Background: an optimization exercise with open tools, aiming at small area and a short achievable clock period. Do not read the settings as production practice. Only the layout flow was run in this run; the RTL was not checked for function there. Power and IR drop assume default switching activity.

==> flow/design.v <==
module cayde_dec5 ( input logic [4:0] idx,
		    output logic [31:1] oh
		  );
	always_comb
		for (int j = 1; j < 32; j++)
			oh[j] = (idx == j);
endmodule
module cayde_legal ( input logic [31:0] instr,
		     output logic legal
		   );
	logic [6:0] opcode, funct7;
	logic [2:0] funct3;
	logic is_op, is_imm, is_lui;
	assign opcode = instr[6:0];
	assign funct3 = instr[14:12];
	assign funct7 = instr[31:25];
	assign is_op  = (opcode == 7'b0110011) &&
	                ((funct7 == 7'b0) || (funct7 == 7'b0100000 && (funct3 == 3'b000 || funct3 == 3'b101)));
	assign is_imm = (opcode == 7'b0010011) &&
	                ((funct3 == 3'b001) ? (funct7 == 7'b0) :
	                 (funct3 == 3'b101) ? (funct7 == 7'b0 || funct7 == 7'b0100000) : 1'b1);
	assign is_lui = (opcode == 7'b0110111);
	assign legal  = is_op | is_imm | is_lui;
endmodule
module cayde_alu ( input logic [2:0] f3,
		   input logic sub,
		   input logic arith,
		   input logic [31:0] op_a,
		   input logic [31:0] op_b,
		   output logic [31:0] res
		);
	logic inv, left, lt, ltu;
	logic [31:0] b_x, sum, a_rev, sh_in, shr, shl;
	logic [32:0] sum_c;
	assign inv   = (f3 == 3'b000) ? sub : (f3[2:1] == 2'b01);
	assign b_x   = op_b ^ {32{inv}};
	assign sum_c = {1'b0, op_a} + {1'b0, b_x} + {32'b0, inv};
	assign sum   = sum_c[31:0];
	assign ltu   = ~sum_c[32];
	assign lt    = (op_a[31] ^ op_b[31]) ? op_a[31] : sum[31];
	always_comb
		for (int k = 0; k < 32; k++)
			a_rev[k] = op_a[31-k];
	assign left  = ~f3[2];
	assign sh_in = left ? a_rev : op_a;
	assign shr   = $signed({arith & ~left & op_a[31], sh_in}) >>> op_b[4:0];
	always_comb
		for (int k = 0; k < 32; k++)
			shl[k] = shr[31-k];
	always_comb begin
		case (f3)
			3'b000: res = sum;
			3'b001: res = shl;
			3'b010: res = {31'b0, lt};
			3'b011: res = {31'b0, ltu};
			3'b100: res = op_a ^ op_b;
			3'b101: res = shr;
			3'b110: res = op_a | op_b;
			default: res = op_a & op_b;
		endcase
	end
endmodule
module cayde_rdport ( input logic [31:1] sel,
		      input logic [32*32-1:32] regs,
		      output logic [31:0] rdata
		    );
	always_comb begin
		rdata = 32'b0;
		for (int j = 1; j < 32; j++)
			rdata = rdata | ({32{sel[j]}} & regs[32*j +: 32]);
	end
endmodule
module cayde_wrmux ( input logic en, nen,
		     input logic [31:0] d,
		     input logic [31:0] q,
		     output logic [31:0] nxt
		   );
	assign nxt = ({32{en}} & d) | ({32{nen}} & q);
endmodule
module cayde ( input logic [31:0] instr,
	       input logic [31:0] reg1, reg2,
	       output logic [31:0] result
	     );
	logic [31:0] op_b, alu_res;
	assign op_b = instr[5] ? reg2 : {{20{instr[31]}}, instr[31:20]};
	cayde_alu alu (.f3(instr[14:12]), .sub(instr[5] & instr[30]), .arith(instr[30]),
	               .op_a(reg1), .op_b(op_b), .res(alu_res));
	assign result = instr[2] ? {instr[31:12], 12'b0} : alu_res;
endmodule
module cayde_top ( input logic clk, rst,
		   input logic [31:0] imem_rdata,
		   output logic [8:0] imem_addr,
		   output logic [31:0] out
		 );
	logic [8:2] pc;
	logic [32*32-1:32] regs, nxt;
	logic [31:1] sel1, sel2, seld, en, nen;
	logic [31:0] reg1, reg2, wd;
	logic legal;
	always_ff @(posedge clk)
		if (rst) pc <= 7'b0;
		else pc <= pc + 7'b1;
	assign imem_addr = {pc, 2'b00};
	cayde_dec5 dec_rs1 (.idx(imem_rdata[19:15]), .oh(sel1));
	cayde_dec5 dec_rs2 (.idx(imem_rdata[24:20]), .oh(sel2));
	cayde_dec5 dec_rd  (.idx(imem_rdata[11:7]),  .oh(seld));
	cayde_legal legality (.instr(imem_rdata), .legal(legal));
	cayde_rdport rd1 (.sel(sel1), .regs(regs), .rdata(reg1));
	cayde_rdport rd2 (.sel(sel2), .regs(regs), .rdata(reg2));
	cayde core (.instr(imem_rdata), .reg1(reg1), .reg2(reg2), .result(out));
	assign wd  = rst ? 32'b0 : out;
	assign en  = {31{rst}} | ({31{legal}} & seld);
	assign nen = ~en;
	genvar i;
	generate
		for (i = 1; i < 32; i = i + 1) begin : g_x
			cayde_wrmux wr (.en(en[i]), .nen(nen[i]), .d(wd), .q(regs[32*i +: 32]), .nxt(nxt[32*i +: 32]));
		end
	endgenerate
	always_ff @(posedge clk)
		regs <= nxt;
endmodule
==> flow/run.sh <==
#!/bin/bash
# synth_recipe.tcl (not shown) runs the flow's synth.tcl, then flattens the netlist and writes it again
# the make line also repeats each setting of config.mk as NAME=value (left out here)
make -C /OpenROAD-flow-scripts/flow DESIGN_CONFIG=/design/flow/config.mk WORK_HOME=/design/flow/orfs CLKGATE_MAP_FILE= SYNTH_SCRIPT=/design/flow/synth_recipe.tcl finish
==> flow/config.mk <==
export PLATFORM = sky130hd
export DESIGN_NAME = cayde_top
export DESIGN_NICKNAME = cayde_top
export VERILOG_FILES = /design/flow/design.v
export SDC_FILE = /design/flow/constraint.sdc
export NUM_CORES = 4
export LEC_CHECK = 0
export CAP_MARGIN = 20
export CORE_MARGIN = 2
export CORE_UTILIZATION = 40
export PLACE_DENSITY = 0.6
export SETUP_SLACK_MARGIN = 5
export SLEW_MARGIN = 20
export SYNTH_HIERARCHICAL = 1
==> flow/constraint.sdc <==
create_clock -name core_clock -period 13.0 [get_ports {clk}]
set_input_delay 2.6000 -clock core_clock [delete_from_list [all_inputs] [get_ports {clk}]]
set_output_delay 2.6000 -clock core_clock [all_outputs]
set_load 0.01 [all_outputs]
==> results.yml <==
status:
  status: "no timing/DRC/antenna violations"
finish:
  n_fill_cell: 11156
  layout_commonest_cell: "dfxtp_1"
  drive_gt1_frac: 0.281
  final_core_util: 0.496
  fin_nets: 5390
  layout_common_cells: "999 x dfxtp_1, 994 x a22o_1, 748 x a22oi_1"
  area_delta_synth_final_pct: 23.0
critical_path:
  path_buf_inv: 4
  critPathArrivalTime_ns: 7.89
  critPathTopFamily: "simple AND/OR/NAND/NOR gates"
  crit_chain: "buf_12 -> or2_4 -> buf_6 -> nor2_4 -> buf_12 -> a22oi_1 -> nand4_1 -> or4_4 -> mux2_4 -> xnor2_4 -> ha_4 -> a21o_1 -> a21o_1 -> a21o_1 -> a31oi_2 -> o31ai_4 -> a31oi_1 -> mux2_4 -> a221o_1 -> mux2_4 -> buf_6"
  r2r_cells: 21
  cpPeakStageDelay_ns: 0.76
  critPathMaxFanout: 9
  rr_startpoint: "regs[69]"
  path_class: "in -> out"
  required_ns: 10.40
  slowest_stage: "nand4_1"
  crit_start: "imem_rdata[23]"
  reg2reg_slack_ns: 7.10
  crit_path_end_kind: "primary output"
  worst_setup_path_start_kind: "input pin"
  r2r-end: "regs[32]"
die:
  die_h_um: 360
  die-area_um2: 130000
  pin_count: 75
  die_w_um: 360
  rows: 130
  core-area_um2: 126000
  start_util: 0.403
drt:
  post-route-drc-count: 0
  drtPass1Iterations: 8
  drtAntennaViolNets: 0
  routed_wl_mm: 259
  first_iter_violations: 9387
  wl_per_cell_um: 37.0
  via_per_inst: 7.28
  num_vias: 51002
placed_design:
  post-dp-hpwl_mm: 157
  place_congestion: 1.05
  io_buffers: 72
sta:
  setup_tns_ns: 0
  rsz0062_at_grt: "yes"
  finalCritPeriodShare: 0.807
  min_period_ns: 10.49
  drv_slew: 0
  setup_viol_count_final: 0
  skew_ns: 0.0510
  maxSlewHeadroom: 0.146
  hold_viol: 0
  tightestPinTransition_ns: 1.28
  fmax_ghz: 0.0953
synth:
  ys_warn_count: 10
  synth_cell_types: 75
  synthFlopType: "dfxtp_1"
  seq_area_frac_synth: 0.394
  synth_area_um2: 50700
  async_flop_share: 0
  synth_edf_count: 0
  synth_seq_cells: 999
  syn_area_per_cell_um2: 10.2
  netlist_instances: 4958
pwr:
  p_per_area_nw_per_um2: 143
  p_leak_nw: 24.6
  peakVddDrop_mv: 0.124
cts:
  cts_hold_buf: 0
  clk-insertion-delay-late_ns: 0.75
  cts_tree: "built"
  clockRootBuffer: "clkbuf_16"
  cts_buffers: 104
  clock_sinks: 999
  clk_pin_slew_ns: 0.06
  cts_max_path_buffers: 3
  htree_levels: 3
min_path:
  min_from: "pc[2]"
  worstHoldPathType: "reg -> reg"
  holdPathStages: 1
  hold_path_end: "pc[2]"
run:
  max_cap_viol_count: 0
global_routing:
  grt_usage: 0.377
  grt.overflow.total: 0
  grt_pass1_wl_mm: 358
  grt_pass1_vias: 46413
  grt_max_degree: 56
  antenna_found_initial: 45
## stage by stage
stage	power, mW	setup WS, ns	hold slack (ns)	instance area, um2	std cells
2_1_floorplan	4.65	3.13	0.461	51100	4959
3_3_place_gp	5.22	0.620	0.458	52400	6407
3_5_place_dp	5.23	0.651	0.470	52400	6410
4_1_cts	8.68	2.70	0.484	61100	6934
5_1_grt	9.12	2.59	0.506	62400	6993
6_report	8.92	2.51	0.484	62400	7004
## cells in the mapped netlist, types with 9 or more instances
cell	instances	area, um2
dfxtp_1	999	20000
a22o_1	994	8710
a22oi_1	781	5860
clkbuf_1	208	781
buf_6	203	2290
nor2_1	190	713
nand3_1	142	711
nand4_1	135	845
a21oi_1	117	586
inv_1	106	398
nand2_1	101	379
ha_1	97	1210
o21ai_0	82	410
or4_1	65	488
a222oi_1	64	641
a221oi_2	62	931
a22o_2	62	621
a21o_1	50	375
nor2b_1	50	313
xnor2_1	47	412
mux4_2	41	923
mux2_2	36	405
mux2_4	30	450
mux2i_1	30	300
buf_2	29	145
nor3_1	16	80.1
o211ai_1	16	120
nand2b_1	15	93.8
xor2_1	15	131
buf_1	14	52.6
o21a_1	12	90.1
a211oi_1	11	82.6
buf_4	11	82.6
nand3b_1	9	67.6
o22ai_1	9	56.3
or3b_4	9	101
## power breakdown
| part | total (mW) | switching, mW | internal (mW) |
|---|---|---|---|
| Combinational | 2.07 | 1.20 | 0.869 |
| Sequential | 3.63 | 0.264 | 3.37 |
| Clock | 3.22 | 1.35 | 1.87 |
| Total | 8.92 | 2.82 | 6.10 |
## worst register-to-register path, cell delays in order, from the launching register on
cell	delay (ns)
dfxtp_1	0.34
a22o_1	0.27
a221oi_4	0.22
nand3_2	0.19
or4_4	0.62
mux2_4	0.30
xnor2_1	0.14
ha_1	0.34
buf_4	0.13
nand4_1	0.23
o22ai_2	0.40
a31oi_4	0.15
o211ai_1	0.15
o211a_1	0.28
o21ai_4	0.09
buf_4	0.15
mux2_4	0.19
o21ai_2	0.06
nand3_2	0.10
nor2b_4	0.17
nor2b_4	0.97
a22o_1	0.33
## kinds of logic after synthesis
group	share of synthesized area
xor gates and xnor gates	0.0107
buffers and inverters	0.0761
and+or+nand+nor	0.0787
DFF	0.394
adders and majority gates	0.0243
muxes	0.0414
AOI/OAI and AO/OA	0.374
other	0.0000739
## registers in the layout, indices dropped and copies added, names as in the netlist
| signal | cells |
|---|---|
| regs | 992 |
| pc | 7 |
## worst max path at each step
stage,endpoint,slack (ns),depth (start not counted)
after global routing,out[26],2.59,24
after floorplan,out[26],3.13,25
after detailed placement,out[31],0.65,21
after global placement,out[31],0.62,21
final,out[26],2.51,21
after CTS,out[26],2.70,20
## modules after synthesis (local to each module, per instance)
module        cells inside  copies in the design
cayde_top             1126                     1
cayde_alu              963                     1
cayde_rdport           733                     2
cayde                   74                     1
cayde_wrmux             38                    31
cayde_dec5              46                     3
cayde_legal             13                     1
## layout make-up
type	instances	area, um2	area share
Inverter	109	432	0.00692
Sequential cell	999	20000	0.320
Multi-Input combinational cell	3404	30000	0.482
Clock inverter	40	626	0.0100
Antenna cell	12	30.0	0.000481
Clock buffer	150	3040	0.0486
Timing Repair Buffer	640	6170	0.0989
Tap cell	1650	2060	0.0331
## metal layers
metal / up-vias / track usage / wire, um
met5: - / 0.00592 / 465
met4: 58 / 0.268 / 22400
met3: 965 / 0.141 / 37100
met2: 4173 / 0.531 / 104000
met1: 25148 / 0.471 / 94800
li1: 20658 / - / -
## timing repair
| action | CTS | global route |
|---|---|---|
| resized for setup | 662 | 159 |
| setup buffers | 307 | 54 |
| gates cloned | 27 | 3 |
| pin swaps | 213 | 147 |
| endpoints found under the setup margin | 1024 | 212 |

## afterwards: timing with drivers on the ports
Ports are ideal in the flow. The routed layout listed here was re-timed in OpenROAD. Step 1 sets driving cells, clkbuf_16 on the clock port and buf_2 on the other inputs (assumed; they add their load-dependent delay and slew). Step 2 moves the port delays by t, midway between the first and last clock arrival at a register: inputs arrive t later, outputs are due t later. That takes back most of the time a late clock gives input paths. Slacks: ideal / step 1 / step 2; pairs: ideal / step 1.
shift t [ns]: 0.798
setup slack, ns: 2.511 / 2.338 / 2.338
worst setup path at the end: input to output
slew at the worst register clock pin (ns): 0.07 / 0.07
pins driven straight from the clock port: 1
After both steps setup and hold are still met in this run. For this run, drivers alone change the setup slack by -0.173 ns; drivers and shift together by -0.173 ns.
